What follows belongs to an exercise in optimizing a design on an open flow for small area; a production flow would make more cautious choices. RTL that was checked went through simulation tests only; none was proved equivalent to the original. No functional check of the RTL was part of runs 1 to 3. Power and IR drop assume default switching activity.

File: design/flow/run.sh
#!/bin/bash
# synth_recipe.tcl (not shown) runs the flow's synth.tcl, then flattens the netlist and writes it again
# the make line also repeats each setting of config.mk as NAME=value (left out here)
make -C /OpenROAD-flow-scripts/flow DESIGN_CONFIG=/design/flow/config.mk WORK_HOME=/design/flow/orfs CLKGATE_MAP_FILE= SYNTH_SCRIPT=/design/flow/synth_recipe.tcl finish
File: design/flow/config.mk
export PLATFORM = sky130hd
export DESIGN_NAME = chess_top
export DESIGN_NICKNAME = chess_top
export VERILOG_FILES = /design/flow/design.v
export SDC_FILE = /design/flow/constraint.sdc
export NUM_CORES = 8
export LEC_CHECK = 0
export CAP_MARGIN = 20
export CORE_MARGIN = 2
export CORE_UTILIZATION = 50
export CTS_BUF_LIST = sky130_fd_sc_hd__clkbuf_16
export CTS_CLUSTER_DIAMETER = 100
export CTS_CLUSTER_SIZE = 30
export PLACE_DENSITY = 0.65
export SLEW_MARGIN = 20
File: design/flow/constraint.sdc
create_clock -name core_clock -period 10.0 [get_ports {ClkPort}]
set_input_delay 2.0000 -clock core_clock [delete_from_list [all_inputs] [get_ports {ClkPort}]]
set_output_delay 2.0000 -clock core_clock [all_outputs]
set_load 0.01 [all_outputs]
File: design/flow/design.v
module input_debounce(CLK, RESET, Btn, Btn_pulse);
input CLK;
input RESET;
input Btn;
output Btn_pulse;
localparam [10:0] RST = 11'd58;
reg s;
reg P;
reg [10:0] C;
assign Btn_pulse = P;
wire last = (C[9] == 1'b0) && (C[7:0] == 8'b0011_0000);
wire go   = (Btn ^ s) & ~P;            
wire adv  = go & ~last;
wire [10:0] Cs = {C[9:0], ~(C[10] ^ C[8])};
always @(posedge CLK, posedge RESET)
begin
	if (RESET) begin
		s <= 1'b0;
		P <= 1'b0;
		C <= RST;
	end
	else begin
		C <= adv ? Cs : RST;
		if (go & last) s <= ~s;
		P <= go & last & ~s;
	end
end
endmodule
module hvsync_generator(clk, reset, vga_h_sync, vga_v_sync, xb, xu, xr5, yb, yu, yr5);
input clk;
input reset;
output vga_h_sync, vga_v_sync;
output reg [3:0] xb;
output reg [3:0] xu;
output wire xr5;
output reg [3:0] yb;
output reg [3:0] yu;
output wire yr5;
reg [2:0] xr, yr;
reg vga_HS, vga_VS;
assign xr5 = xr[2] & ~xr[1];
assign yr5 = yr[2] & ~yr[1];
wire xr1 = ~xr[2] & xr[0] & ~xr[1];
wire yr1 = ~yr[2] & yr[0] & ~yr[1];
wire x_blk_end = xr5 && (xu == 4'd8);                
wire x_wrap    = x_blk_end && (xb == 4'd15);
wire x_800     = xr5 && (xu == 4'd7) && (xb == 4'd13);  
reg [3:0] xu_next;
always @(*) begin
	case (xu)
		4'd15: xu_next = 4'd0;
		4'd0:  xu_next = 4'd1;
		4'd1:  xu_next = 4'd2;
		4'd2:  xu_next = 4'd3;
		4'd3:  xu_next = 4'd7;
		4'd7:  xu_next = 4'd6;
		4'd6:  xu_next = 4'd5;
		4'd5:  xu_next = 4'd4;
		4'd4:  xu_next = 4'd8;
		default: xu_next = 4'd15;
	endcase
end
wire y_521     = yr1 && (yu == 4'd5) && (yb == 4'd9);
wire y_blk_end = yr5 && (yu == 4'd8);
wire y_wrap    = yr1 && (yu == 4'd3) && (yb == 4'd10);
always @(posedge clk)
begin
	if (reset) begin
		xb <= 4'd13; xu <= 4'd6; xr <= 3'b001;      
	end
	else begin
		xr <= {xr[1:0], (~xr[2] | ~xr[1]) & ~x_wrap};
		if (xr5) xu <= xu_next;
		if (x_blk_end) xb <= xb + 4'd1;
	end
end
always @(posedge clk)
begin
	if (reset) begin
		yb <= 4'd9; yu <= 4'd5; yr <= 3'b011;       
	end
	else if (y_521 || x_800) begin
		if (y_wrap) begin
			yb <= 4'd0; yu <= 4'd15; yr <= 3'b000;
		end
		else begin
			yr <= {yr[1:0], ~yr[2] | ~yr[1]};
			if (yr5) yu <= (yu == 4'd8) ? 4'd15 : yu + 4'd1;
			if (y_blk_end) yb <= yb + 4'd1;
		end
	end
end
always @(posedge clk)
begin
	vga_HS <= ((xb == 4'd10) && (xu == 4'd5 || xu == 4'd4 || xu == 4'd8)) || (xb == 4'd11)
	       || ((xb == 4'd12) && (xu == 4'd15 || xu <= 4'd3 || xu == 4'd7 || (xu == 4'd6 && xr1)));
	vga_VS <= ((yb == 4'd8) && (yu == 4'd8) && yr5) || ((yb == 4'd9) && (yu == 4'd15) && yr1);
end
assign vga_h_sync = ~vga_HS;
assign vga_v_sync = ~vga_VS;
endmodule
module display_interface(
	CLK, RESET,
	HSYNC, VSYNC, R, G, B,
	PIECE, CUR_SQ, NEXT_SQ, COL_END,
	CURSOR_ADDR, SELECT_ADDR, SELECT_EN
	);
input wire CLK, RESET;
output wire HSYNC, VSYNC;
output wire [2:0] R;
output wire [2:0] G;
output wire [1:0] B;
input wire [3:0] PIECE;
output wire [5:0] CUR_SQ;
output wire [5:0] NEXT_SQ;
output wire COL_END;
input wire [5:0] CURSOR_ADDR;
input wire [5:0] SELECT_ADDR;
input wire SELECT_EN;
wire [3:0] xb, yb, xu, yu;
wire xr5, yr5;
hvsync_generator syncgen(.clk(CLK), .reset(RESET),
	.vga_h_sync(HSYNC), .vga_v_sync(VSYNC),
	.xb(xb), .xu(xu), .xr5(xr5), .yb(yb), .yu(yu), .yr5(yr5));
wire [2:0] row = yb[2:0];
wire [2:0] col = xb[2:0];
assign CUR_SQ  = {row, col};
assign NEXT_SQ = {row, (xb[3] || col == 3'd7) ? 3'd0 : col + 3'd1};
assign COL_END = (xu == 4'd8) && xr5;       
reg art_bit;
always @(*) begin
	case ({PIECE[2:0], yu[2:0], xu[2:0]})
		9'o143, 9'o147, 9'o152, 9'o153, 9'o156, 9'o157, 9'o161, 9'o162,
		9'o163, 9'o165, 9'o166, 9'o167, 9'o171, 9'o172, 9'o173, 9'o175,
		9'o176, 9'o177:
			art_bit = 1'b1;
		9'o203, 9'o207, 9'o211, 9'o212, 9'o213, 9'o216, 9'o217, 9'o220,
		9'o221, 9'o222, 9'o223, 9'o225, 9'o226, 9'o227, 9'o230, 9'o231,
		9'o232, 9'o234, 9'o235, 9'o236, 9'o237, 9'o244, 9'o245, 9'o246,
		9'o253, 9'o254, 9'o255, 9'o256, 9'o257, 9'o262, 9'o263, 9'o264,
		9'o265, 9'o266, 9'o267, 9'o271, 9'o272, 9'o273, 9'o275, 9'o276,
		9'o277:
			art_bit = 1'b1;
		9'o313, 9'o317, 9'o322, 9'o323, 9'o326, 9'o327, 9'o332, 9'o333,
		9'o336, 9'o337, 9'o343, 9'o347, 9'o353, 9'o357, 9'o362, 9'o363,
		9'o366, 9'o367, 9'o370, 9'o371, 9'o372, 9'o374, 9'o375, 9'o376:
			art_bit = 1'b1;
		9'o411, 9'o413, 9'o415, 9'o417, 9'o421, 9'o422, 9'o423, 9'o425,
		9'o426, 9'o427, 9'o432, 9'o433, 9'o436, 9'o437, 9'o443, 9'o447,
		9'o453, 9'o457, 9'o462, 9'o463, 9'o466, 9'o467, 9'o471, 9'o472,
		9'o473, 9'o475, 9'o476, 9'o477:
			art_bit = 1'b1;
		9'o511, 9'o513, 9'o514, 9'o516, 9'o521, 9'o523, 9'o524, 9'o526,
		9'o531, 9'o533, 9'o534, 9'o536, 9'o541, 9'o543, 9'o544, 9'o546,
		9'o551, 9'o552, 9'o553, 9'o554, 9'o555, 9'o556, 9'o557, 9'o561,
		9'o562, 9'o563, 9'o564, 9'o565, 9'o566, 9'o567, 9'o571, 9'o572,
		9'o573, 9'o574, 9'o575, 9'o576, 9'o577:
			art_bit = 1'b1;
		9'o603, 9'o607, 9'o611, 9'o612, 9'o613, 9'o615, 9'o616, 9'o617,
		9'o623, 9'o627, 9'o633, 9'o637, 9'o642, 9'o643, 9'o646, 9'o647,
		9'o651, 9'o652, 9'o653, 9'o655, 9'o656, 9'o657, 9'o661, 9'o662,
		9'o663, 9'o665, 9'o666, 9'o667, 9'o672, 9'o673, 9'o676, 9'o677:
			art_bit = 1'b1;
		default: art_bit = 1'b0;
	endcase
end
wire in_board = ~xb[3] && ~yb[3] && !(col == 3'd7 && COL_END) && !(row == 3'd7 && yu == 4'd8 && yr5);
wire border = (xu == 4'd15) || (xu == 4'd8) || (xu == 4'd4 && xr5)
           || (yu == 4'd15) || (yu == 4'd8) || (yu == 4'd7 && yr5);
wire dark = row[0] ^ col[0];
localparam C_OUT = 3'd0, C_DARK = 3'd1, C_LIGHT = 3'd2, C_BLACK = 3'd3,
           C_WHITE = 3'd4, C_CURSOR = 3'd5, C_SEL = 3'd6;
reg [2:0] code;
reg [2:0] code_next;
always @(*) begin
	if (RESET || !in_board) code_next = C_OUT;
	else if (border) begin
		if (CURSOR_ADDR == CUR_SQ) code_next = C_CURSOR;
		else if (SELECT_EN && SELECT_ADDR == CUR_SQ) code_next = C_SEL;
		else code_next = dark ? C_DARK : C_LIGHT;
	end
	else if (art_bit) code_next = PIECE[3] ? C_BLACK : C_WHITE;
	else code_next = dark ? C_DARK : C_LIGHT;
end
always @(posedge CLK) code <= code_next;
reg [7:0] color;
always @(*) begin
	case (code)
		C_DARK:   color = 8'b101_000_00;
		C_LIGHT:  color = 8'b111_110_10;
		C_BLACK:  color = 8'b001_001_01;
		C_WHITE:  color = 8'b111_111_11;
		C_CURSOR: color = 8'b000_000_11;
		C_SEL:    color = 8'b111_000_00;
		default:  color = 8'b000_000_00;
	endcase
end
assign R = color[7:5];
assign G = color[4:2];
assign B = color[1:0];
endmodule
module game_logic(
	CLK, RESET,
	BtnL, BtnU, BtnR, BtnD, BtnC,
	cursor_contents, cursor_stale, ahead_empty,
	cursor_addr, selected_addr, sel_piece, dest_addr,
	state, player_to_move, move_is_legal
	);
input wire CLK, RESET;
input wire BtnL, BtnU, BtnR, BtnD, BtnC;
input wire [3:0] cursor_contents;
input wire cursor_stale;  
input wire ahead_empty;   
output reg [5:0] cursor_addr;
output reg [5:0] selected_addr;
output reg [3:0] sel_piece;
output reg [5:0] dest_addr;
output reg [2:0] state;
output wire move_is_legal;
localparam PIECE_NONE   = 3'b000;
localparam PIECE_PAWN   = 3'b001;
localparam PIECE_KNIGHT = 3'b010;
localparam PIECE_BISHOP = 3'b011;
localparam PIECE_ROOK   = 3'b100;
localparam PIECE_QUEEN  = 3'b101;
localparam PIECE_KING   = 3'b110;
localparam COLOR_WHITE  = 0;
localparam COLOR_BLACK  = 1;
localparam INITIAL = 3'b000,
	PIECE_SEL = 3'b001, PIECE_MOVE = 3'b010,
	WRITE_NEW_PIECE = 3'b011, ERASE_OLD_PIECE = 3'b100;
output reg player_to_move;
reg sel_empty;
wire [2:0] sel_type = sel_empty ? PIECE_NONE : sel_piece[2:0];
wire cur_own = (cursor_contents[3] == player_to_move) && (cursor_contents[2:0] != PIECE_NONE);
always @(posedge CLK, posedge RESET) begin
	if (RESET) begin
		state <= INITIAL;
		player_to_move <= COLOR_WHITE;
		cursor_addr <= 6'b110_100;
	end
	else begin
		case (state)
			INITIAL: state <= PIECE_SEL;
			PIECE_SEL:
				if (BtnC && cur_own) state <= PIECE_MOVE;
			PIECE_MOVE:
				if (BtnC) begin
					if (!cur_own && legal) state <= WRITE_NEW_PIECE;
					else if (!cur_own) state <= PIECE_SEL;
				end
			WRITE_NEW_PIECE: state <= ERASE_OLD_PIECE;
			ERASE_OLD_PIECE: begin
				state <= PIECE_SEL;
				player_to_move <= ~player_to_move;
			end
			default: ;
		endcase
		if      (BtnL && cursor_addr[2:0] != 3'b000) cursor_addr[2:0] <= cursor_addr[2:0] - 3'd1;
		else if (BtnR && cursor_addr[2:0] != 3'b111) cursor_addr[2:0] <= cursor_addr[2:0] + 3'd1;
		else if (BtnU && cursor_addr[5:3] != 3'b000) cursor_addr[5:3] <= cursor_addr[5:3] - 3'd1;
		else if (BtnD && cursor_addr[5:3] != 3'b111) cursor_addr[5:3] <= cursor_addr[5:3] + 3'd1;
	end
end
always @(posedge CLK) begin
	if (state == INITIAL) begin
		selected_addr <= 6'd0;
		sel_piece <= {1'b1, PIECE_ROOK};
		sel_empty <= 1'b0;
	end
	else begin
		if ((state == PIECE_SEL || state == PIECE_MOVE) && BtnC && cur_own) begin
			selected_addr <= cursor_addr;
			sel_piece <= cursor_contents;
			sel_empty <= 1'b0;
		end
		if (state == ERASE_OLD_PIECE) sel_empty <= 1'b1;
	end
	if (state == PIECE_MOVE) dest_addr <= cursor_addr;
end
wire [2:0] cr = cursor_addr[5:3], cc = cursor_addr[2:0];
wire [2:0] sr = selected_addr[5:3], sc = selected_addr[2:0];
wire [2:0] h_delta = (cc >= sc) ? cc - sc : sc - cc;
wire [2:0] v_delta = (cr >= sr) ? cr - sr : sr - cr;
wire dest_empty = (cursor_contents[2:0] == PIECE_NONE);
reg legal;
always @(*) begin
	case (sel_type)
		PIECE_PAWN:
			if (cursor_stale)
				legal = 1'b0;
			else if (player_to_move == COLOR_WHITE)
				legal = (cr < sr) && (
					  (v_delta == 3'd2 && h_delta == 3'd0 && sr == 3'b110 && dest_empty && ahead_empty)
					|| (v_delta == 3'd1 && h_delta == 3'd0 && dest_empty)
					|| (v_delta == 3'd1 && h_delta == 3'd1 && cursor_contents[3] == COLOR_BLACK && !dest_empty));
			else
				legal = (cr > sr) && (
					  (v_delta == 3'd2 && h_delta == 3'd0 && sr == 3'b001 && dest_empty && ahead_empty)
					|| (v_delta == 3'd1 && h_delta == 3'd0 && dest_empty)
					|| (v_delta == 3'd1 && h_delta == 3'd1 && cursor_contents[3] == COLOR_WHITE && !dest_empty));
		PIECE_ROOK:   legal = (h_delta == 3'd0 || v_delta == 3'd0);
		PIECE_QUEEN:  legal = (h_delta == 3'd0 || v_delta == 3'd0 || h_delta == v_delta);
		PIECE_KING:   legal = (h_delta <= 3'd1) && (v_delta <= 3'd1);
		PIECE_BISHOP: legal = (h_delta == v_delta);
		PIECE_KNIGHT: legal = (h_delta == 3'd2 && v_delta == 3'd1) || (v_delta == 3'd2 && h_delta == 3'd1);
		default:      legal = 1'b0;
	endcase
end
assign move_is_legal = legal && (state != INITIAL);
endmodule
`timescale 1ns / 1ps
module chess_top( MemOE, MemWR, RamCS, FlashCS, QuadSpiFlashCS,
		ClkPort,
		BtnL, BtnU, BtnD, BtnR, BtnC,
		Sw0,
		vga_hsync, vga_vsync,
		vga_r0, vga_r1, vga_r2,
		vga_g0, vga_g1, vga_g2,
		vga_b0, vga_b1,
		Ld0, Ld1, Ld2, Ld3, Ld4
	);
input		Sw0;
input		BtnL, BtnU, BtnD, BtnR, BtnC;
input		ClkPort;
output wire	MemOE, MemWR, RamCS, FlashCS, QuadSpiFlashCS;
assign MemOE = 1'b0;
assign MemWR = 1'b0;
assign RamCS = 1'b0;
assign FlashCS = 1'b0;
assign QuadSpiFlashCS = 1'b0;
output wire vga_hsync, vga_vsync;
output wire vga_r0, vga_r1, vga_r2;
output wire vga_g0, vga_g1, vga_g2;
output wire vga_b0, vga_b1;
output wire Ld0, Ld1, Ld2, Ld3, Ld4;
wire Reset = Sw0;
wire[2:0] vga_r;
wire[2:0] vga_g;
wire[1:0] vga_b;
assign vga_r0 = vga_r[2]; assign vga_r1 = vga_r[1]; assign vga_r2 = vga_r[0];
assign vga_g0 = vga_g[2]; assign vga_g1 = vga_g[1]; assign vga_g2 = vga_b[0];
assign vga_b0 = vga_b[1]; assign vga_b1 = vga_b[0];
wire BtnC_pulse, BtnU_pulse, BtnR_pulse, BtnL_pulse, BtnD_pulse;
input_debounce L_debounce(.CLK(ClkPort), .RESET(Reset), .Btn(BtnL), .Btn_pulse(BtnL_pulse));
input_debounce R_debounce(.CLK(ClkPort), .RESET(Reset), .Btn(BtnR), .Btn_pulse(BtnR_pulse));
input_debounce U_debounce(.CLK(ClkPort), .RESET(Reset), .Btn(BtnU), .Btn_pulse(BtnU_pulse));
input_debounce D_debounce(.CLK(ClkPort), .RESET(Reset), .Btn(BtnD), .Btn_pulse(BtnD_pulse));
input_debounce C_debounce(.CLK(ClkPort), .RESET(Reset), .Btn(BtnC), .Btn_pulse(BtnC_pulse));
function [3:0] init_piece;
	input [5:0] sq;
	reg [2:0] back;
	begin
		case (sq[2:0])
			3'd0, 3'd7: back = 3'd4;
			3'd1, 3'd6: back = 3'd2;
			3'd2, 3'd5: back = 3'd3;
			3'd3:       back = 3'd5;
			default:    back = 3'd6;
		endcase
		case (sq[5:3])
			3'd0: init_piece = {1'b1, back};
			3'd1: init_piece = 4'b1001;
			3'd6: init_piece = 4'b0001;
			3'd7: init_piece = {1'b0, back};
			default: init_piece = 4'b0000;
		endcase
	end
endfunction
wire [5:0] cursor_addr, selected_addr, dest_addr;
wire [3:0] sel_piece;
wire [2:0] logic_state;
wire [3:0] cursor_contents;
reg ahead_empty;
wire player_is_black;
game_logic logic_module(
	.CLK(ClkPort), .RESET(Reset),
	.BtnL(BtnL_pulse), .BtnU(BtnU_pulse), .BtnR(BtnR_pulse), .BtnD(BtnD_pulse), .BtnC(BtnC_pulse),
	.cursor_contents(cursor_contents), .cursor_stale(pend_dest && cursor_addr == dest_addr),
	.ahead_empty(ahead_empty),
	.cursor_addr(cursor_addr), .selected_addr(selected_addr),
	.sel_piece(sel_piece), .dest_addr(dest_addr),
	.state(logic_state), .player_to_move(player_is_black), .move_is_legal(Ld4));
assign { Ld3, Ld2, Ld1, Ld0 } = { 1'b0, logic_state };
wire st_initial = (logic_state == 3'd0);
wire st_write   = (logic_state == 3'd3);
wire st_erase   = (logic_state == 3'd4);
reg [255:0] ring;            
reg [5:0] phase;             
reg init_pending;
reg pend_dest, pend_src;     
wire [3:0] slot0  = ring[3:0];
wire [3:0] slot32 = ring[131:128];
reg [3:0] head_in;           
always @(*) begin
	if (init_pending) head_in = init_piece(phase);
	else if (pend_dest && phase == dest_addr) head_in = sel_piece;
	else if (pend_src && phase == selected_addr) head_in = 4'b0000;
	else head_in = slot0;
end
always @(posedge ClkPort) begin
	ring <= {head_in, ring[255:4]};
	phase <= st_initial ? 6'd0 : phase + 6'd1;
	init_pending <= st_initial | (init_pending & (phase != 6'd63));
	pend_dest <= ~st_initial & (st_write | (pend_dest & (phase != dest_addr)));
	pend_src  <= ~st_initial & (st_erase | (pend_src & (phase != selected_addr)));
end
wire [5:0] cursor_slot = cursor_addr - phase;
assign cursor_contents = ring[{cursor_slot, 2'b00} +: 4];
wire [5:0] ahead_sq = {(player_is_black ? 3'd2 : 3'd5), selected_addr[2:0]};
always @(posedge ClkPort)
	if (phase == ahead_sq) ahead_empty <= (head_in[2:0] == 3'b000);
wire [5:0] cur_sq, next_sq;
wire col_end;
reg [3:0] dcur, dnext;
wire next_any  = (next_sq[4:0] == phase[4:0]);      
wire next_head = next_any && (next_sq[5] == phase[5]);
wire cur_head  = (cur_sq == phase);
always @(posedge ClkPort) begin
	if (next_any) dnext <= next_head ? head_in : slot32;
	if (col_end) dcur <= next_head ? head_in : dnext;
	else if (cur_head) dcur <= head_in;
end
reg [3:0] disp_piece;
always @(*) begin
	if (pend_dest && cur_sq == dest_addr) disp_piece = sel_piece;
	else if (pend_src && cur_sq == selected_addr) disp_piece = 4'b0000;
	else disp_piece = dcur;
end
display_interface display_interface(
	.CLK(ClkPort), .RESET(Reset),
	.HSYNC(vga_hsync), .VSYNC(vga_vsync),
	.R(vga_r), .G(vga_g), .B(vga_b),
	.PIECE(disp_piece), .CUR_SQ(cur_sq), .NEXT_SQ(next_sq), .COL_END(col_end),
	.CURSOR_ADDR(cursor_addr), .SELECT_ADDR(selected_addr),
	.SELECT_EN(logic_state == 3'd2));
endmodule
==> results of run 1 <==
## state kept, by name (all words and copies together), names as in the netlist, 3 cells and up
| name | count |
|---|---|
| C_debounce.C | 11 |
| D_debounce.C | 11 |
| L_debounce.C | 11 |
| R_debounce.C | 11 |
| U_debounce.C | 11 |
| dcur | 4 |
| display_interface.code | 3 |
| display_interface.syncgen.xb | 4 |
| display_interface.syncgen.xr | 3 |
| display_interface.syncgen.xu | 4 |
| display_interface.syncgen.yb | 4 |
| display_interface.syncgen.yr | 3 |
| display_interface.syncgen.yu | 4 |
| dnext | 4 |
| logic_module.cursor_addr | 6 |
| logic_module.dest_addr | 6 |
| logic_module.sel_piece | 4 |
| logic_module.selected_addr | 6 |
| logic_module.state | 3 |
| phase | 6 |
| ring | 256 |
## kinds of logic after synthesis
family,Yosys count,synth area share (%)
xor+xnor,80,4.620
fa+ha+maj,42,3.712
flops,393,54.09
other cells,1,0.02408
buf+inv,120,3.423
mux,137,13.45
simple gates,390,13.71
compound gates,163,6.975
## final cells by class
cell class / instances / area (sq um) / share of cell area (%)
clock buffer: 17 / 425.4 / 2.570
clock inverter: 7 / 58.81 / 0.3553
inverter: 45 / 170.2 / 1.028
multi-input combinational: 818 / 6694 / 40.44
sequential: 393 / 8422 / 50.88
tap: 396 / 495.5 / 2.993
timing repair buffer: 28 / 287.8 / 1.738
## placed cells by master (no fill, tap or decap), types with 11 or more instances in the layout
cell and n:
mux2_2 19, nor3_1 33, clkdlybuf4s50_1 20, a21oi_1 39, and3_1 11, ha_1 34, nand3_1 30, nor2_1 61
mux4_2 52, edfxtp_1 15, xnor2_1 38, o31ai_1 12, clkbuf_16 17, o21ai_0 30, mux2i_1 63, nor4b_1 13
nand4_1 14, xor2_1 38, and2_1 38, dfrtp_1 52, nand2_1 81, nor4_1 15, nor3b_1 20, inv_1 45
dfxtp_1 303, dfstp_2 23, nand2b_1 34
## path summary, 6_finish.rpt
kind	end	slack [ns]	from
setup / recovery	Ld4	1.86	logic_module.cursor_addr[0]
hold / removal	ring[38]	0.33	ring[42]
setup reg to reg	logic_module.selected_addr[1]	4.62	logic_module.cursor_addr[0]
hold reg to reg	ring[38]	0.33	ring[42]
max in group asynchronous	L_debounce.P	7.11	Sw0
min in group asynchronous	U_debounce.C[2]	2.36	Sw0
## through the flow
stage	total power, mW	hold WS [ns]	utilization (%)
2_1_floorplan	4.513	0.3224	-
3_5_place_dp	5.218	0.3309	52.39
6_report	5.997	0.3275	54.11
3_3_place_gp	5.182	0.3273	52.39
4_1_cts	6.028	0.3294	53.98
5_1_grt	6.400	0.3268	54.11
## routing by layer
metal	vias to the layer above	share of wire (%)	track usage, %
met2	136	46	29.11
met3	39	2.9	1.960
met1	4589	48	25.82
li1	4641	-	-
met4	0	2.5	4.903
met5	-	0	0
## power breakdown
part	switching [mW]	total (mW)	internal, mW
registers	0.292	2.28	1.99
clock network	0.477	0.797	0.320
logic	1.57	2.92	1.34
total	2.34	6.00	3.65
==> impl_metrics.ini, run 1 <==
[synth]
yosys_warnings = 5
synth_seq_cells = 393
synth_top_area_share_pct = 38.96
yosysUniqueCellTypes = 77
synth_common_cells = dfxtp_1 (303), nand2_1 (81), mux2i_1 (63), nor2_1 (61)
avgSynthCellArea_sq_um = 11.74
synthFlopType = dfxtp_1
yosysMostFrequentCell = dfxtp_1
synth_largest_area_cell = dfxtp_1
postSynthCellCount = 1326
yosysSeqAreaShare_pct = 54.09
synth_edf_count = 15
synth_area_leaders = dfxtp_1 (39%), dfrtp_1 (8.4%), mux4_2 (7.5%)
synthesis.area_sq_mm = 0.01557
async_reset_ff_share_pct = 19.08

[route]
vias = 9405
routed_wl_mm = 29.07
drt_iter0_drc = 474
drt_pass1_iterations = 5
drc = 0
vias_per_cell = 5.519
wl_per_cell_um = 17.06
final_antenna_net_count = 0

[clock_network]
cts.path.max_buffers = 3
cts-root-buf = clkbuf_16
cts_tree = built
h-tree-depth = 1
post-cts-setup-buffer-count = 0
clock_latency_ns = 0.54
ctsHoldBuffers = 0
cts_buffers = 17
clk_pin_slew_ns = 0.12
cts_resized = 0
cts.sink_count = 393

[floorplanning]
core_area_sq_mm = 0.03059
initial_core_util_pct = 50.90
die_height_um = 180.5
fp.dieW_um = 180.5
row_count = 64
die-area_sq_mm = 0.03257
io-pin-count = 27

[critical_path]
reg2reg_depth = 15
cp_slowest_cell = fa_4
end_kind = primary output
cp-start-kind = flop
crit_fanout = 60
crit_chain = inv_1 > ha_4 > fa_4 > buf_4 > mux4_2 > mux4_2 > mux2i_1 > mux2i_1 > nor3_2 > nand2_1 > a221o_1 > a21oi_1 > clkdlybuf4s50_1
crit_buf_inv = 3
cpPeakStageDelay_ns = 1.28
cp_top_family = adder cells
cp.depth = 13
required_ns = 8.00
cp_data_arrival_time_ns = 6.14
path_class = flop to primary output

[timing]
post-route-period-util_pct = 81.43
setup_violations = 0
slew_headroom_pct = 42.17
finalSetupTns_ns = 0
finalMaxSlewViolations = 0
finClkSkew_ns = 0.03141
rsz0062_at_grt = no
tightestPinTransition_ns = 0.8656
fmax_ghz = 0.1228
fin_crit_ns = 8.143
hold_viol = 0
fin_ws_ns = 1.857

[flow_run]
cap_violations = 0

[place]
placed_cells = 1678
dpl-instance-area_sq_mm = 0.01603
gp_congestion = 0.8280
hpwl_mm = 20.00
pre_cts_slack_ns = 2.404
portBuffers = 20

[power_and_ir_drop]
p_leak_nw = 6.541
pwr_density_cell_mw_per_mm2 = 362.3
vdd_drop_max_mv = 0.2349

[global_routing]
grt_use_total_pct = 18.00
grt-ovfl-total = 0
grt_pass1_vias = 9369
grt_pass1_wl_mm = 48.76
grt_max_degree = 86
antenna_found_initial = 0

[cells_and_area]
finalInstanceArea_sq_mm = 0.01655
drive_gt1_share_pct = 10.86
n_fill_cell = 2631
antennaDiodeCount = 0
finalNetCount = 1352
syn2layout_area_growth_pct = 6.308
final_cells = 1704

[status]
status = complete, no violations

[worst_hold_path]
min_path_cells = 0
holdCritPathClass = flop to flop
==> run 2, diff against run 1 <==
--- a/design/flow/config.mk
+++ b/design/flow/config.mk
@@ -8,8 +8,8 @@
 export CAP_MARGIN = 20
 export CORE_MARGIN = 2
-export CORE_UTILIZATION = 50
+export CORE_UTILIZATION = 70
 export CTS_BUF_LIST = sky130_fd_sc_hd__clkbuf_16
 export CTS_CLUSTER_DIAMETER = 100
 export CTS_CLUSTER_SIZE = 30
-export PLACE_DENSITY = 0.65
+export PLACE_DENSITY = 0.85
 export SLEW_MARGIN = 20
==> run 2 against run 1 <==
Effect of this change:
- power is 0.15% higher
- still clean
- via count increased by 2.8%
- combinational power hardly changed
- sequential cell count stayed put
- clock power hardly changed
- highest routed layer unchanged
- count of clock-buffer cells in the layout unchanged
- worst setup slack got worse by 0.044 ns
- global-route usage rose by 7.4 points
==> impl_metrics.ini, run 2 <==
[status]
status = complete, no violations

[cells_and_area]
drive_gt1_share_pct = 10.84
syn2layout_area_growth_pct = 5.295
antennaDiodeCount = 0
top_register = ring
largest_reg_flops = 256
final_cells = 1590
utilization_pct = 75.13
finalInstanceArea_sq_mm = 0.01640
most-common-layout-cells = dfxtp_1 (303), nand2_1 (81), mux2i_1 (63), nor2_1 (61)
final_common_cell = dfxtp_1
finalNetCount = 1352

[clock_network]
post-cts-setup-buffer-count = 0
cts_tree = built
ctsHoldBuffers = 0
cts-root-buf = clkbuf_16
cts.path.max_buffers = 3
cts_resized = 0
clk_pin_slew_ns = 0.11
h-tree-depth = 1
cts.sink_count = 393
cts_buffers = 17
clock_latency_ns = 0.54

[place]
portBuffers = 20
gp_congestion = 0.8983
hpwl_mm = 20.18
placed_cells = 1563
dpl-instance-area_sq_mm = 0.01589
pre_cts_slack_ns = 2.434

[route]
drc = 0
routed_wl_mm = 29.62
wl_met3_mm = 1.312
wl_met1_mm = 13.21
final_antenna_net_count = 0
drt_iter0_drc = 682
top_layer_used = met4
vias = 9669
vias_per_cell = 6.081
wl_per_cell_um = 18.63
routed-wl-met2_mm = 14.22
drt_pass1_iterations = 5

[floorplanning]
fp.dieW_um = 153.1
io-pin-count = 27
die_height_um = 153.1
core_area_sq_mm = 0.02182
die-area_sq_mm = 0.02345
row_count = 54
initial_core_util_pct = 71.35

[flow_run]
cap_violations = 0

[global_routing]
grt_pass1_wl_mm = 49.00
grt_use_total_pct = 25.44
grt-ovfl-total = 0
grt_max_degree = 86
grt_pass1_vias = 9709
antenna_found_initial = 0

[synth]
yosysSeqAreaShare_pct = 54.09
yosysMostFrequentCell = dfxtp_1
synth_edf_count = 15
yosys_warnings = 5
synth_top_area_share_pct = 38.96
synth_seq_cells = 393
synth_area_leaders = dfxtp_1 (39%), dfrtp_1 (8.4%), mux4_2 (7.5%)
avgSynthCellArea_sq_um = 11.74
async_reset_ff_share_pct = 19.08
synthesis.area_sq_mm = 0.01557
synth_common_cells = dfxtp_1 (303), nand2_1 (81), mux2i_1 (63), nor2_1 (61)
yosysUniqueCellTypes = 77
postSynthCellCount = 1326
synth_largest_area_cell = dfxtp_1
synthFlopType = dfxtp_1

[worst_hold_path]
hp-start = ring[183]
holdCritPathClass = flop to flop
min_path_cells = 0
min_to = ring[179]

[power_and_ir_drop]
total_power_mw = 6.006
pwr_density_cell_mw_per_mm2 = 366.3
p_leak_nw = 6.548
vdd_drop_max_mv = 0.3902

[timing]
post-route-period-util_pct = 81.87
fmax_ghz = 0.1221
slew_headroom_pct = 39.46
finClkSkew_ns = 0.03769
whs_ns = 0.3290
rsz0062_at_grt = no
fin_crit_ns = 8.187
hold_viol = 0
finalMaxSlewViolations = 0
setup_violations = 0
finalSetupTns_ns = 0
fin_ws_ns = 1.813
tightestPinTransition_ns = 0.9012

[critical_path]
cp-start-kind = flop
crit_fanout = 57
reg2reg_depth = 14
end_kind = primary output
path_class = flop to primary output
cp_data_arrival_time_ns = 6.19
rr_endpoint = logic_module.selected_addr[4]
regToRegSetupSlack_ns = 4.58
r2r-start = logic_module.cursor_addr[1]
required_ns = 8.00
[run 2: cell count changes in the layout (fill, tap and decap cells not counted)]
cell / change
inv_1: +3
buf_16: -1
buf_4: +1
clkinv_1: -1
[run 2: power by group]
part           internal [mW]  total, mW  switching [mW]
Combinational           1.32       2.91            1.59
Clock                  0.321      0.798           0.477
Sequential              1.99       2.30           0.309
Total                   3.63       6.01            2.37
[run 2: worst max-delay path, stage by stage (launching register included)]
cell and delay, ns:
dfrtp_1 0.63, inv_1 0.26, fa_4 1.45, buf_4 0.45
nand3b_1 0.13, mux2_2 0.29, nand4_1 0.10, mux2i_1 0.07
mux2i_1 0.34, mux2_2 0.39, nand4b_1 0.28, nand4bb_1 0.14
a221o_1 0.33, a21oi_1 0.17, clkdlybuf4s50_1 0.55
[run 2: cells by family after synthesis]
family                   share of synthesized area, %
XOR/XNOR                                        4.620
adder cells (fa/ha/maj)                         3.712
multiplexers                                    13.45
AND/OR/NAND/NOR                                 13.71
AO/OA/AOI/OAI                                   6.975
buffers and inverters                           3.423
other                                         0.02408
flip-flops                                      54.09
[run 2: layer usage]
layer	vias up	global-route usage (%)
li1	4635	-
met1	4709	35.63
met2	254	42.35
met3	71	2.779
met4	0	7.716
met5	-	0
[run 2: how the worst max path moves through the flow]
stage | startpoint | endpoint | slack (ns) | cells past startpoint
after CTS | logic_module.cursor_addr[1] | Ld4 | 1.87 | 14
after detailed placement | logic_module.cursor_addr[1] | Ld4 | 2.43 | 14
after floorplan | logic_module.cursor_addr[0] | Ld4 | 4.22 | 16
final | logic_module.cursor_addr[1] | Ld4 | 1.81 | 14
after global placement | logic_module.cursor_addr[1] | Ld4 | 2.60 | 14
after global routing | logic_module.cursor_addr[1] | Ld4 | 1.47 | 14
[run 2: area by class of cell]
class	count	area, sq um
clock buffer	17	425.4
clock inverter	9	66.31
fill	1405	5428
inverter	45	170.2
multi-input combinational	818	6694
sequential	393	8422
tap	280	350.3
timing repair buffer	28	267.8
==> run 3, diff against run 2 <==
--- a/design/flow/config.mk
+++ b/design/flow/config.mk
@@ -8,8 +8,8 @@
 export CAP_MARGIN = 20
 export CORE_MARGIN = 2
-export CORE_UTILIZATION = 70
+export CORE_UTILIZATION = 50
 export CTS_BUF_LIST = sky130_fd_sc_hd__clkbuf_16
-export CTS_CLUSTER_DIAMETER = 100
+export CTS_CLUSTER_DIAMETER = 60
 export CTS_CLUSTER_SIZE = 30
-export PLACE_DENSITY = 0.85
+export PLACE_DENSITY = 0.8
 export SLEW_MARGIN = 20
==> run 3 against run 2 <==
Effect of this change:
- combinational power about the same
- worst setup slack got worse by 0.11 ns
- global-route usage decreased by 7.4 points
- sequential power about the same
- largest power group unchanged
- cell count increased by 8.5%
- final area increased by 3.5%
- sequential share of layout area decreased by 1.7 points
- routed wire length decreased by 1.0%
- critical path depth increased by 1
- die area increased by 39%
- synthesized cell count unchanged
==> impl_metrics.ini, run 3 <==
[status]
status = complete, no violations

[route]
drt_pass1_iterations = 5
wl_per_cell_um = 16.99
drt_iter0_drc = 686
vias = 9794
drc = 0
routed_wl_mm = 29.31
vias_per_cell = 5.678
final_antenna_net_count = 0

[global_routing]
grt-ovfl-total = 0
antenna_found_initial = 0
grt_pass1_vias = 9752
grt_max_degree = 86
grt_use_total_pct = 18.08
grt_pass1_wl_mm = 49.31

[cells_and_area]
finalNetCount = 1360
drive_gt1_share_pct = 12.57
most-common-layout-cells = dfxtp_1 (303), nand2_1 (81), mux2i_1 (63), nor2_1 (61)
multi_input_area_sq_mm = 0.006694
utilization_pct = 55.47
top_register = ring
largest_reg_flops = 256
n_fill_cell = 2425
layout.area.seq_sq_mm = 0.008422
syn2layout_area_growth_pct = 8.967
final_common_cell = dfxtp_1
antennaDiodeCount = 0

[critical_path]
crit_buf_inv = 3
crit_chain = inv_1 > ha_4 > fa_4 > buf_4 > nand3b_1 > mux2_2 > nand4_1 > mux2i_1 > mux2i_1 > mux2_2 > nand4b_1 > nand4bb_1 > a221o_1 > a21oi_1 > clkdlybuf4s50_1
rr_endpoint = logic_module.selected_addr[5]
cp_data_arrival_time_ns = 6.29
required_ns = 8.00
cpPeakStageDelay_ns = 1.37
cp-start-kind = flop
reg2reg_depth = 15
cp.depth = 15
path_class = flop to primary output
regToRegSetupSlack_ns = 4.58
end_kind = primary output
cp_slowest_cell = fa_4
cp_top_family = adder cells
r2r-start = logic_module.cursor_addr[0]
crit_fanout = 66

[worst_hold_path]
hp-start = ring[80]
min_to = ring[76]
holdCritPathClass = flop to flop
min_path_cells = 0

[power_and_ir_drop]
internal-power_mw = 3.838
pwr_density_cell_mw_per_mm2 = 373.2
power_frac_seq_pct = 36.1
vdd_drop_max_mv = 0.3907
p_sw_mw = 2.494
clkPwrFrac_pct = 18.0
swShare_pct = 39.39
p_comb_share_pct = 45.9
total_power_mw = 6.332
p_leak_nw = 6.727

[synth]
avgSynthCellArea_sq_um = 11.74
yosysMostFrequentCell = dfxtp_1
synth_seq_cells = 393
yosys_warnings = 5
synthFlopType = dfxtp_1
async_reset_ff_share_pct = 19.08
synth_top_area_share_pct = 38.96
synthesis.area_sq_mm = 0.01557
postSynthCellCount = 1326
synth_common_cells = dfxtp_1 (303), nand2_1 (81), mux2i_1 (63), nor2_1 (61)
yosysSeqAreaShare_pct = 54.09
synth_largest_area_cell = dfxtp_1
synth_area_leaders = dfxtp_1 (39%), dfrtp_1 (8.4%), mux4_2 (7.5%)
yosysUniqueCellTypes = 77
synth_edf_count = 15

[clock_network]
cts_tree = built
cts-root-buf = clkbuf_16
cts.path.max_buffers = 3
h-tree-depth = 1
cts_resized = 0
cts.sink_count = 393
clock_latency_ns = 0.56
ctsHoldBuffers = 0
cts_buffers = 25
clk_pin_slew_ns = 0.10
post-cts-setup-buffer-count = 0

[timing]
hold_viol = 0
fin_ws_ns = 1.706
fmax_ghz = 0.1206
rsz0062_at_grt = no
post-route-period-util_pct = 82.94
finalMaxSlewViolations = 0
tightestPinTransition_ns = 0.9490
slew_headroom_pct = 36.73
finClkSkew_ns = 0.02530
fin_crit_ns = 8.294
setup_violations = 0
finalSetupTns_ns = 0

[floorplanning]
initial_core_util_pct = 50.90
fp.dieW_um = 180.5
row_count = 64
die_height_um = 180.5
io-pin-count = 27
die-area_sq_mm = 0.03257
core_area_sq_mm = 0.03059

[flow_run]
cap_violations = 0

[place]
portBuffers = 20
hpwl_mm = 19.95
gp_congestion = 0.8728
pre_cts_slack_ns = 2.329
[run 3: cell count changes in the layout (fill, tap and decap cells not counted)]
cell	delta
clkbuf_16	+9
clkinv_8	+6
inv_1	-6
inv_12	+4
clkinv_4	+2
inv_16	+2
inv_8	+2
clkinv_16	-1
clkinv_2	-1
clkinvlp_4	+1
inv_6	+1
[run 3: layout make-up]
| type | count | area share, % |
|---|---|---|
| Clock inverter | 19 | 1.578 |
| Timing Repair Buffer | 28 | 1.578 |
| Clock buffer | 26 | 3.835 |
| Sequential cell | 393 | 49.64 |
| Tap cell | 396 | 2.920 |
| Multi-Input combinational cell | 818 | 39.45 |
| Inverter | 45 | 1.003 |
[run 3: cells by family (layout without fill, tap and decap cells)]
| family | Yosys count | count (layout) | share of synthesized area, % |
|---|---|---|---|
| compound gates | 163 | 163 | 6.975 |
| xor+xnor | 80 | 80 | 4.620 |
| fa+ha+maj | 42 | 42 | 3.712 |
| buf+inv | 120 | 118 | 3.423 |
| flops | 393 | 393 | 54.09 |
| mux | 137 | 137 | 13.45 |
| other cells | 1 | 6 | 0.02408 |
| simple gates | 390 | 390 | 13.71 |
[run 3: through the flow]
step                      hold WS, ns  instances  cell area, sq um
after global placement         0.3253       1679             16030
after CTS                      0.3456       1724             16950
after floorplan                0.3224       1331             15590
after global routing           0.3539       1725             16970
after detailed placement       0.3280       1679             16030
final                          0.3417       1725             16970
[run 3: worst reg2reg max path: cells and delay by family, from the launching register on]
family / cells / cell delay, ns
mux: 4 / 0.99
flops: 1 / 0.58
simple gates: 5 / 1.17
compound gates: 1 / 0.07
buf+inv: 3 / 0.93
fa+ha+maj: 2 / 1.58
[run 3: worst max-delay path by stage]
stage / startpoint / end
floorplan: logic_module.cursor_addr[0] / Ld4
global placement: logic_module.cursor_addr[1] / Ld4
detailed placement: logic_module.cursor_addr[1] / Ld4
CTS: logic_module.cursor_addr[1] / Ld4
global route: logic_module.cursor_addr[1] / Ld4
finish: logic_module.cursor_addr[0] / Ld4
[run 3: power by group through the flow]
stage          Clock, mW  Combinational (mW)  Sequential, mW
3_5_place_dp           0                2.89            2.31
5_1_grt             1.22                3.18            2.34
3_3_place_gp           0                2.82            2.30
6_report            1.14                2.91            2.29
2_1_floorplan          0                2.36            2.16
4_1_cts             1.16                2.91            2.29
[run 3: routing by layer]
layer	vias up	routed length (um)	GRT usage (%)	share of wire, %
li1	4665	-	-	-
met1	4836	13390	24.85	46
met2	240	13790	29.65	47
met3	53	1364	2.526	4.7
met4	0	765	5.871	2.6
met5	-	0	0	0
==> run 4, diff against run 3 <==
--- a/design/flow/design.v
+++ b/design/flow/design.v
@@ -281,6 +281,8 @@
 wire [2:0] cr = cursor_addr[5:3], cc = cursor_addr[2:0];
 wire [2:0] sr = selected_addr[5:3], sc = selected_addr[2:0];
-wire [2:0] h_delta = (cc >= sc) ? cc - sc : sc - cc;
-wire [2:0] v_delta = (cr >= sr) ? cr - sr : sr - cr;
+wire [3:0] dh = {1'b0, cc} - {1'b0, sc};
+wire [3:0] dv = {1'b0, cr} - {1'b0, sr};
+wire [2:0] h_delta = (dh[2:0] ^ {3{dh[3]}}) + {2'b0, dh[3]};
+wire [2:0] v_delta = (dv[2:0] ^ {3{dv[3]}}) + {2'b0, dv[3]};
 wire dest_empty = (cursor_contents[2:0] == PIECE_NONE);
 reg legal;
@@ -392,9 +394,11 @@
 wire [3:0] slot0  = ring[3:0];
 wire [3:0] slot32 = ring[131:128];
+wire absorb_dest = pend_dest && (phase == dest_addr);
+wire absorb_src  = pend_src && (phase == selected_addr);
 reg [3:0] head_in;           
 always @(*) begin
 	if (init_pending) head_in = init_piece(phase);
-	else if (pend_dest && phase == dest_addr) head_in = sel_piece;
-	else if (pend_src && phase == selected_addr) head_in = 4'b0000;
+	else if (absorb_dest) head_in = sel_piece;
+	else if (absorb_src) head_in = 4'b0000;
 	else head_in = slot0;
 end
@@ -403,6 +407,6 @@
 	phase <= st_initial ? 6'd0 : phase + 6'd1;
 	init_pending <= st_initial | (init_pending & (phase != 6'd63));
-	pend_dest <= ~st_initial & (st_write | (pend_dest & (phase != dest_addr)));
-	pend_src  <= ~st_initial & (st_erase | (pend_src & (phase != selected_addr)));
+	pend_dest <= ~st_initial & (st_write | (pend_dest & ~absorb_dest));
+	pend_src  <= ~st_initial & (st_erase | (pend_src & ~absorb_src));
 end
 wire [5:0] cursor_slot = cursor_addr - phase;
@@ -416,9 +420,11 @@
 wire next_any  = (next_sq[4:0] == phase[4:0]);      
 wire next_head = next_any && (next_sq[5] == phase[5]);
-wire cur_head  = (cur_sq == phase);
+wire cur_is_dest = (cur_sq == dest_addr);
+wire cur_is_src  = (cur_sq == selected_addr);
 always @(posedge ClkPort) begin
 	if (next_any) dnext <= next_head ? head_in : slot32;
 	if (col_end) dcur <= next_head ? head_in : dnext;
-	else if (cur_head) dcur <= head_in;
+	else if (absorb_dest && cur_is_dest) dcur <= sel_piece;
+	else if (absorb_src && cur_is_src) dcur <= 4'b0000;
 end
 reg [3:0] disp_piece;
--- a/design/flow/config.mk
+++ b/design/flow/config.mk
@@ -10,6 +10,6 @@
 export CORE_UTILIZATION = 50
 export CTS_BUF_LIST = sky130_fd_sc_hd__clkbuf_16
-export CTS_CLUSTER_DIAMETER = 60
+export CTS_CLUSTER_DIAMETER = 100
 export CTS_CLUSTER_SIZE = 30
-export PLACE_DENSITY = 0.8
+export PLACE_DENSITY = 0.65
 export SLEW_MARGIN = 20
==> run 4 against run 3 <==
Effect of this change:
- via count fell by 8.2%
- non-clock buffer count fell by 1
- critical endpoint unchanged
- core utilization fell by 1.5 points
- worst hold slack got worse by 0.0017 ns
- worst setup slack improved by 0.38 ns
==> impl_metrics.ini, run 4 <==
[synth]
synth_area_leaders = dfxtp_1 (40%), mux4_2 (11%), dfrtp_1 (8.5%)
synth_common_cells = dfxtp_1 (303), mux4_2 (72), nand2_1 (72), nor2_1 (70), dfrtp_1 (52)
synthesis.area_sq_mm = 0.01528
yosysUniqueCellTypes = 82
async_reset_ff_share_pct = 19.08
avgSynthCellArea_sq_um = 12.19
yosysMostFrequentCell = dfxtp_1
synthMuxAreaShare_pct = 14.17
synth_largest_area_cell = dfxtp_1
synthFlopType = dfxtp_1
postSynthCellCount = 1253
yosys_warnings = 5
synth_top_area_share_pct = 39.71
yosysSeqAreaShare_pct = 55.13
synth-compound-area-share_pct = 6.168
synth_edf_count = 15
synth-xor-area-share_pct = 4.751
synth_seq_cells = 393
synth_top_family_by_area = multiplexers
synthSimpleGateAreaFrac_pct = 12.59
synth_adder_area_share_pct = 3.391

[global_routing]
grtUsageMet1_pct = 28.69
grt_pass1_vias = 8871
grt-busiest-layer = met1
use_met2_pct = 27.15
grt_pass1_wl_mm = 47.28
grt-ovfl-total = 0
grt_max_degree = 83
grtUsageMet3_pct = 2.332
antenna_found_initial = 0
grt_use_total_pct = 18.43

[status]
status = complete, no violations

[critical_path]
crit_path_start = logic_module.cursor_addr[0]
reg2reg_depth = 13
crit_fanout = 36
end_kind = primary output
cp_data_arrival_time_ns = 5.92
path_class = flop to primary output
r2r-start = logic_module.cursor_addr[0]
required_ns = 8.00
cp-start-kind = flop
regToRegSetupSlack_ns = 4.88
rr_endpoint = logic_module.sel_piece[3]

[timing]
rsz0062_at_grt = no
slew_headroom_pct = 28.29
finClkSkew_ns = 0.02836
hold_viol = 0
finalMaxSlewViolations = 0
fin_crit_ns = 7.917
fmax_ghz = 0.1263
setup_violations = 0
tightestPinTransition_ns = 1.076
post-route-period-util_pct = 79.17
finalSetupTns_ns = 0

[worst_hold_path]
hp-start = ring[176]
holdCritPathClass = flop to flop
min_to = ring[172]
min_path_cells = 0

[route]
final_antenna_net_count = 0
wl_per_cell_um = 17.39
vias_per_cell = 5.520
drt_iter0_drc = 638
drc = 0
routed_wl_mm = 28.32
drt_pass1_iterations = 5
vias = 8986

[clock_network]
cts_resized = 0
clock_latency_ns = 0.54
cts.sink_count = 393
cts_tree = built
ctsHoldBuffers = 0
clk_pin_slew_ns = 0.11
cts.path.max_buffers = 3
cts_buffers = 17
post-cts-setup-buffer-count = 0
h-tree-depth = 1
cts-root-buf = clkbuf_16

[flow_run]
cap_violations = 0

[cells_and_area]
most-common-layout-cells = dfxtp_1 (303), mux4_2 (72), nand2_1 (72), nor2_1 (70), dfrtp_1 (52)
final_cells = 1628
drive_gt1_share_pct = 12.60
finalNetCount = 1276
syn2layout_area_growth_pct = 5.635
top_register = ring
finalInstanceArea_sq_mm = 0.01614
largest_reg_flops = 256
antennaDiodeCount = 0
final_common_cell = dfxtp_1

[place]
portBuffers = 20
hpwl_mm = 19.53
gp_congestion = 0.8537
dpl-instance-area_sq_mm = 0.01565
placed_cells = 1603

[floorplanning]
initial_core_util_pct = 51.13
row_count = 63
die_height_um = 178.8
io-pin-count = 27
die-area_sq_mm = 0.03197
fp.dieW_um = 178.8
core_area_sq_mm = 0.02987

[power_and_ir_drop]
pwr_density_cell_mw_per_mm2 = 351.6
p_leak_nw = 6.497
vdd_drop_max_mv = 0.1991
## run 4: cell count changes after synthesis, sizes merged, moves of 9 or more
cell   previous run  this run
a21oi            42        31
mux2i            63        37
mux4             55        72
nor2             61        70
nor3b            20         0
## run 4: how the worst max path moves through the flow
stage               end  slack, ns  cells after the start
floorplan           Ld4       4.31                     14
global placement    Ld4       2.79                     13
detailed placement  Ld4       2.67                     13
CTS                 Ld4       2.07                     13
global route        Ld4       1.86                     13
finish              Ld4       2.08                     14
## run 4: worst max-delay path, cell delays in order, from the launching register on
cell             delay, ns
dfrtp_1               0.56
inv_1                 0.21
ha_4                  0.21
fa_2                  1.24
buf_4                 0.51
mux4_2                0.36
nand3_1               0.09
o211ai_1              0.09
o211a_1               0.18
nor4_1                0.57
o41ai_1               0.19
mux2i_1               0.21
a21oi_1               0.12
nor2_1                0.24
clkdlybuf4s50_1       0.58
## run 4: through the flow
stage          hold slack (ns)  util, %  total power [mW]  worst slack (ns)
6_report                0.3400    54.01             5.673             2.083
2_1_floorplan           0.3259        -             4.318             4.306
5_1_grt                 0.3412    54.01             6.049             1.861
3_5_place_dp            0.3309    52.38             4.910             2.673
3_3_place_gp            0.3299    52.38             4.873             2.788
4_1_cts                 0.3452    54.00             5.721             2.070
## run 4: cell type report
cell class	count	area, sq um
Inverter	46	173.9
Clock buffer	17	425.4
Multi-Input combinational cell	747	6311
Tap cell	390	488.0
Clock inverter	8	60.06
Sequential cell	393	8422
Timing Repair Buffer	27	256.5
Fill cell	2539	13740
## run 4: cell families after synthesis
group	count (synthesis)
muxes	124
DFF	393
other	1
xor gates and xnor gates	82
AOI/OAI and AO/OA	142
and+or+nand+nor	355
adders and majority gates	38
buffers and inverters	118
## run 4: power by group
part           switching [mW]  internal (mW)  total, mW
clock network           0.480          0.321      0.801
registers               0.302           1.98       2.28
logic                    1.35           1.24       2.59
## run 4: per-layer routing
metal | wire length [um] | up-vias
met5 | 0 | -
met4 | 588 | 0
met3 | 1115 | 38
met2 | 12080 | 164
met1 | 14540 | 4414
li1 | - | 4370
==> run 5, diff against run 4 <==
--- a/design/flow/config.mk
+++ b/design/flow/config.mk
@@ -8,8 +8,8 @@
 export CAP_MARGIN = 20
 export CORE_MARGIN = 2
-export CORE_UTILIZATION = 50
+export CORE_UTILIZATION = 60
 export CTS_BUF_LIST = sky130_fd_sc_hd__clkbuf_16
-export CTS_CLUSTER_DIAMETER = 100
-export CTS_CLUSTER_SIZE = 30
-export PLACE_DENSITY = 0.65
+export CTS_CLUSTER_DIAMETER = 90
+export CTS_CLUSTER_SIZE = 26
+export PLACE_DENSITY = 0.75
 export SLEW_MARGIN = 20
==> run 5 against run 4 <==
Effect of this change:
- area after synthesis is the same
- register-to-register slack lost 0.16 ns
- synthesized cell count is the same
- sequential share of layout area grew 0.061 points
==> impl_metrics.ini, run 5 <==
[cells_and_area]
most-common-layout-cells = dfxtp_1 (303), mux4_2 (72), nand2_1 (72), nor2_1 (69), dfrtp_1 (52)
syn2layout_area_growth_pct = 5.513
top_register = ring
finalNetCount = 1278
drive_gt1_share_pct = 12.88
antennaDiodeCount = 0
final_common_cell = dfxtp_1
n_fill_cell = 1894
multi_input_area_sq_mm = 0.006314
largest_reg_flops = 256
layout.area.seq_sq_mm = 0.008422

[worst_hold_path]
min_path_cells = 0
min_to = ring[35]
holdCritPathClass = flop to flop
hp-start = ring[39]

[synth]
yosysUniqueCellTypes = 82
synth_largest_area_cell = dfxtp_1
synthFlopType = dfxtp_1
synthesis.area_sq_mm = 0.01528
synth_area_leaders = dfxtp_1 (40%), mux4_2 (11%), dfrtp_1 (8.5%)
postSynthCellCount = 1253
synth_edf_count = 15
yosysMostFrequentCell = dfxtp_1
synth_top_area_share_pct = 39.71
avgSynthCellArea_sq_um = 12.19
yosysSeqAreaShare_pct = 55.13
yosys_warnings = 5
synth_seq_cells = 393
async_reset_ff_share_pct = 19.08
synth_common_cells = dfxtp_1 (303), mux4_2 (72), nand2_1 (72), nor2_1 (70), dfrtp_1 (52)

[clock_network]
cts.path.max_buffers = 3
clock_latency_ns = 0.53
h-tree-depth = 1
cts_tree = built
cts.sink_count = 393
cts_resized = 0
post-cts-setup-buffer-count = 0
clk_pin_slew_ns = 0.11
ctsHoldBuffers = 0
cts-root-buf = clkbuf_16
cts_buffers = 19

[timing]
post-route-period-util_pct = 79.44
fmax_ghz = 0.1259
finClkSkew_ns = 0.02202
slew_headroom_pct = 29.03
finalSetupTns_ns = 0
setup_violations = 0
rsz0062_at_grt = no
fin_crit_ns = 7.944
finalMaxSlewViolations = 0
tightestPinTransition_ns = 1.055
hold_viol = 0

[status]
status = complete, no violations

[route]
final_antenna_net_count = 0
routed_wl_mm = 28.41
vias_per_cell = 5.777
drt_pass1_iterations = 5
drt_iter0_drc = 675
wl_per_cell_um = 18.07
drc = 0
vias = 9081

[global_routing]
grt_use_total_pct = 21.95
antenna_found_initial = 0
grt_pass1_vias = 9055
grt-ovfl-total = 0
grt_pass1_wl_mm = 47.40
grt_max_degree = 83

[critical_path]
rr_endpoint = logic_module.sel_piece[3]
regToRegSetupSlack_ns = 4.72
required_ns = 8.00
crit_path_start = logic_module.cursor_addr[0]
cp_data_arrival_time_ns = 5.94
crit_fanout = 34
reg2reg_depth = 12
path_class = flop to primary output
cp-start-kind = flop
r2r-start = logic_module.cursor_addr[0]
end_kind = primary output

[floorplanning]
die_height_um = 163.6
row_count = 58
die-area_sq_mm = 0.02675
fp.dieW_um = 163.6
initial_core_util_pct = 60.84
io-pin-count = 27
core_area_sq_mm = 0.02511

[place]
hpwl_mm = 19.36
gp_congestion = 0.8944
portBuffers = 20

[power_and_ir_drop]
pwr_density_cell_mw_per_mm2 = 353.5
p_leak_nw = 6.530
total_power_mw = 5.698
vdd_drop_max_mv = 0.2351

[flow_run]
cap_violations = 0
## run 5: worst max-delay path: stages, from the launching register on
cell and delay [ns]:
dfrtp_1 0.57, inv_1 0.22, ha_4 0.21, fa_2 1.07, buf_4 0.54, mux4_2 0.39, mux2_4 0.27, o211a_1 0.24
o211a_1 0.26, o41ai_1 0.57, mux2i_1 0.20, a21oi_1 0.24, nor2_1 0.07, clkdlybuf4s50_1 0.52
## run 5: per-layer routing
layer  share of wire (%)  track usage (%)  vias to the layer above
li1                    -                -                     4362
met1                  48            31.65                     4505
met2                  47            36.44                      180
met3                 3.9            2.362                       34
met4                 1.6            4.386                        0
met5                   0                0                        -
## run 5: layout make-up
class	count	area share, %
inverters	46	1.079
flip-flops and latches	393	52.25
well taps	330	2.562
clock buffers	19	2.950
clock inverters	10	0.3959
repair buffers	27	1.591
multi-input cells	747	39.17
## run 5: worst max path at each step
stage,endpoint,slack [ns]
after floorplan,Ld4,4.31
after global placement,Ld4,2.88
after detailed placement,Ld4,2.67
after CTS,Ld4,2.06
after global routing,Ld4,1.89
final,Ld4,2.06
## run 5: logic make-up (layout without fill, tap and decap cells)
| kind of cell | after synthesis | count (layout) | share of synthesized area, % |
|---|---|---|---|
| DFF | 393 | 393 | 55.13 |
| and+or+nand+nor | 355 | 355 | 12.59 |
| AOI/OAI and AO/OA | 142 | 142 | 6.168 |
| muxes | 124 | 124 | 14.17 |
| buffers and inverters | 118 | 102 | 3.776 |
| xor gates and xnor gates | 82 | 82 | 4.751 |
| adders and majority gates | 38 | 38 | 3.391 |
| other | 1 | 6 | 0.02455 |
## run 5: where the power goes
group | switching, mW | internal [mW]
Combinational | 1.34 | 1.24
Sequential | 0.304 | 1.98
Clock | 0.483 | 0.355
## run 5: stage by stage
step	hold WS, ns	util, %	setup WS (ns)	area, sq um	std cells
after floorplan	0.3259	-	4.306	15290	1258
after global placement	0.3276	62.02	2.877	15570	1543
after detailed placement	0.3323	62.03	2.674	15570	1543
after CTS	0.3412	64.18	2.063	16110	1572
after global routing	0.3413	64.19	1.892	16120	1572
final	0.3363	64.19	2.056	16120	1572
==> run 6, diff against run 5 <==
--- a/design/flow/design.v
+++ b/design/flow/design.v
@@ -4,13 +4,13 @@
 input Btn;
 output Btn_pulse;
-localparam [10:0] RST = 11'd58;
+localparam [10:0] FIRST = 11'd117;      
 reg s;
 reg P;
+reg idle;
 reg [10:0] C;
 assign Btn_pulse = P;
 wire last = (C[9] == 1'b0) && (C[7:0] == 8'b0011_0000);
 wire go   = (Btn ^ s) & ~P;            
-wire adv  = go & ~last;
-wire [10:0] Cs = {C[9:0], ~(C[10] ^ C[8])};
+wire done = go & ~idle & last;         
 always @(posedge CLK, posedge RESET)
 begin
@@ -18,12 +18,14 @@
 		s <= 1'b0;
 		P <= 1'b0;
-		C <= RST;
+		idle <= 1'b1;
 	end
 	else begin
-		C <= adv ? Cs : RST;
-		if (go & last) s <= ~s;
-		P <= go & last & ~s;
+		if (done) s <= ~s;
+		P <= done & ~s;
+		idle <= ~go | done;
 	end
 end
+always @(posedge CLK)
+	C <= idle ? FIRST : {C[9:0], ~(C[10] ^ C[8])};
 endmodule
 module hvsync_generator(clk, reset, vga_h_sync, vga_v_sync, xb, xu, xr5, yb, yu, yr5);
==> run 6 against run 5 <==
Effect of this change:
- via count down 2.3%
- worst setup slack gained 0.33 ns
- first-iteration DRC count fell by 13%
- synthesized cell count is 0.40% higher
- sequential cell count up 5
- die area down 2.1%
- sequential power shrank about 20%
- area after synthesis shrank 2.2%
- clock power hardly changed
- cell count is 0.38% lower
- global-route usage fell by 0.70 points
- power down 41%
==> impl_metrics.ini, run 6 <==
[status]
status = complete, no violations

[synth]
synth_seq_cells = 398
synth_top_area_share_pct = 47.97
async_reset_ff_share_pct = 6.281
yosysSeqAreaShare_pct = 55.24
postSynthCellCount = 1258
synth_common_cells = dfxtp_1 (358), nor2_1 (92), nand2_1 (67), mux4_2 (64), clkbuf_1 (50)
synthesis.area_sq_mm = 0.01494
synth_area_leaders = dfxtp_1 (48%), mux4_2 (9.6%), edfxtp_1 (3.0%)
synth_largest_area_cell = dfxtp_1
yosysMostFrequentCell = dfxtp_1
yosysUniqueCellTypes = 73
synthFlopType = dfxtp_1
yosys_warnings = 5
synth_edf_count = 15
avgSynthCellArea_sq_um = 11.88

[worst_hold_path]
min_path_cells = 0
min_to = ring[134]
hp-start = ring[138]
holdCritPathClass = flop to flop

[timing]
hold_viol = 0
fin_crit_ns = 7.616
finClkSkew_ns = 0.02309
fmax_ghz = 0.1313
tightestPinTransition_ns = 0.9430
finalSetupTns_ns = 0
slew_headroom_pct = 36.68
rsz0062_at_grt = no
finalMaxSlewViolations = 0
post-route-period-util_pct = 76.16
setup_violations = 0

[clock_network]
ctsHoldBuffers = 0
post-cts-setup-buffer-count = 0
cts.sink_count = 398
cts.path.max_buffers = 3
cts-root-buf = clkbuf_16
clock_latency_ns = 0.53
clk_pin_slew_ns = 0.11
h-tree-depth = 1
cts_resized = 0
cts_buffers = 19
cts_tree = built

[global_routing]
grt_use_total_pct = 21.24
antenna_found_initial = 0
grt_pass1_vias = 8903
grt_pass1_wl_mm = 45.53
grt_max_degree = 38
grt-ovfl-total = 0

[cells_and_area]
n_fill_cell = 1900
finalNetCount = 1277
top_register = ring
utilization_pct = 64.68
syn2layout_area_growth_pct = 5.594
most-common-layout-cells = dfxtp_1 (358), nor2_1 (92), nand2_1 (67), mux4_2 (64), nor2b_1 (48)
largest_reg_flops = 256
antennaDiodeCount = 0
finalInstanceArea_sq_mm = 0.01578
drive_gt1_share_pct = 13.29
final_common_cell = dfxtp_1

[floorplanning]
core_area_sq_mm = 0.02439
die-area_sq_mm = 0.02618
row_count = 57
io-pin-count = 27
initial_core_util_pct = 61.25
die_height_um = 161.8
fp.dieW_um = 161.8

[route]
vias = 8873
routed_wl_mm = 27.21
wl_per_cell_um = 17.38
drt_pass1_iterations = 5
drt_iter0_drc = 584
drc = 0
vias_per_cell = 5.666
final_antenna_net_count = 0

[place]
hpwl_mm = 18.36
dpl-instance-area_sq_mm = 0.01522
portBuffers = 20
gp_congestion = 0.8272

[critical_path]
cpPeakStageDelay_ns = 1.10
path_class = flop to primary output
end_kind = primary output
crit_chain = inv_1 > ha_4 > fa_2 > buf_4 > mux4_2 > nor2b_1 > a211oi_1 > a211oi_1 > mux2i_1 > o211ai_1 > mux2i_1 > a21oi_1 > nor2_1 > clkdlybuf4s50_1
reg2reg_depth = 13
cp.depth = 14
r2r-start = logic_module.cursor_addr[0]
cp_slowest_cell = fa_2
crit_buf_inv = 3
required_ns = 8.00
cp-start-kind = flop
cp_data_arrival_time_ns = 5.62
rr_endpoint = logic_module.sel_piece[0]
cp_top_family = buffers and inverters
crit_fanout = 33
regToRegSetupSlack_ns = 5.05

[power_and_ir_drop]
pwr_density_cell_mw_per_mm2 = 213.1
vdd_drop_max_mv = 0.1879
p_leak_nw = 6.225

[flow_run]
cap_violations = 0
## run 6: changes by cell type after synthesis, moves of 11 or more
cell and change:
clkbuf_1 +15, dfxtp_1 +55, or2_2 +19, nor2_1 +22, and2_1 -29, dfrtp_1 -35
nor3_1 -15, nand2b_1 -13, mux2_2 +14, dfstp_2 -15, inv_1 -11, nor2b_1 +39
## run 6: worst max-delay path by stage
stage	start	to	slack, ns
global placement	logic_module.cursor_addr[0]	Ld4	3.06
floorplan	logic_module.cursor_addr[0]	Ld4	4.33
global route	logic_module.cursor_addr[0]	Ld4	2.00
detailed placement	logic_module.cursor_addr[0]	Ld4	2.96
CTS	logic_module.cursor_addr[0]	Ld4	2.33
finish	logic_module.cursor_addr[0]	Ld4	2.38
## run 6: routing by layer
layer  GRT usage, %  part of all wire (%)
met5              0                     0
met4          4.787                   1.6
met2          34.08                    46
met3          2.375                   3.8
met1          31.43                    49
## run 6: worst reg2reg max path, stage by stage, from the launching register on
cell and delay [ns]:
dfrtp_1 0.54, inv_1 0.22, ha_4 0.21, fa_2 1.10
buf_4 0.54, mux4_2 0.30, nor2b_1 0.13, a211oi_1 0.06
a211oi_1 0.40, mux2_2 0.43, nor4_2 0.30, nand2_2 0.30
mux2i_1 0.25, nor2_1 0.05
## run 6: final cells by class
class                   instances  area (sq um)  share of cell area [%]
multi-input cells             752          6203                   39.32
repair buffers                 26         245.2                   1.555
inverters                      36         135.1                  0.8566
clock buffers                  19         475.5                   3.014
clock inverters                11         57.56                  0.3648
flip-flops and latches        398          8253                   52.32
well taps                     324         405.4                   2.570
## run 6: through the flow
stage	hold WS, ns	power [mW]	cells	worst slack, ns
3_5_place_dp	0.3325	2.547	1536	2.960
6_report	0.3378	3.362	1566	2.384
4_1_cts	0.3419	3.380	1566	2.329
3_3_place_gp	0.3268	2.535	1536	3.065
2_1_floorplan	0.3259	2.382	1263	4.327
5_1_grt	0.3475	3.513	1566	1.998
## run 6: logic make-up (layout without fill, tap and decap cells)
| logic type | after synthesis | in the layout | synth area share, % |
|---|---|---|---|
| flip-flops | 398 | 398 | 55.24 |
| AND/OR/NAND/NOR | 346 | 346 | 11.89 |
| AO/OA/AOI/OAI | 152 | 152 | 6.725 |
| multiplexers | 129 | 129 | 14.23 |
| buffers and inverters | 113 | 92 | 3.576 |
| XOR/XNOR | 82 | 82 | 4.908 |
| adder cells (fa/ha/maj) | 37 | 37 | 3.400 |
| other | 1 | 6 | 0.02510 |
## run 6: report_power, final
group	switching (mW)	leakage, nW	internal (mW)
logic	0.395	2.56	0.309
registers	0.0947	3.38	1.73
clock network	0.484	0.289	0.353

re-timing with driven ports:
No port has a modelled driver above. Below, the same layouts with a new extraction and two added sets of constraints. Step 1 sets driving cells, clkbuf_16 on the clock port and buf_2 on the other inputs (assumed; they add their load-dependent delay and slew). Step 2, shift: input delay + t, output delay - t, t = (earliest + latest rising clock arrival at the registers) / 2. This alone moves slack from input paths to output paths. Slacks: ideal ports / drivers / drivers and shift; pairs: ideal ports / drivers.
run	t, ns	setup slack, ns	pins driven straight from the clock port
run 1	0.569	1.857 / 1.808 / 2.377	1
run 2	0.560	1.813 / 1.771 / 2.331	1
run 3	0.597	1.706 / 1.658 / 2.255	1
run 4	0.575	2.083 / 2.035 / 2.609	1
run 5	0.568	2.056 / 2.006 / 2.574	1
run 6	0.571	2.384 / 2.334 / 2.905	1
After both steps setup and hold are still met in every run listed.
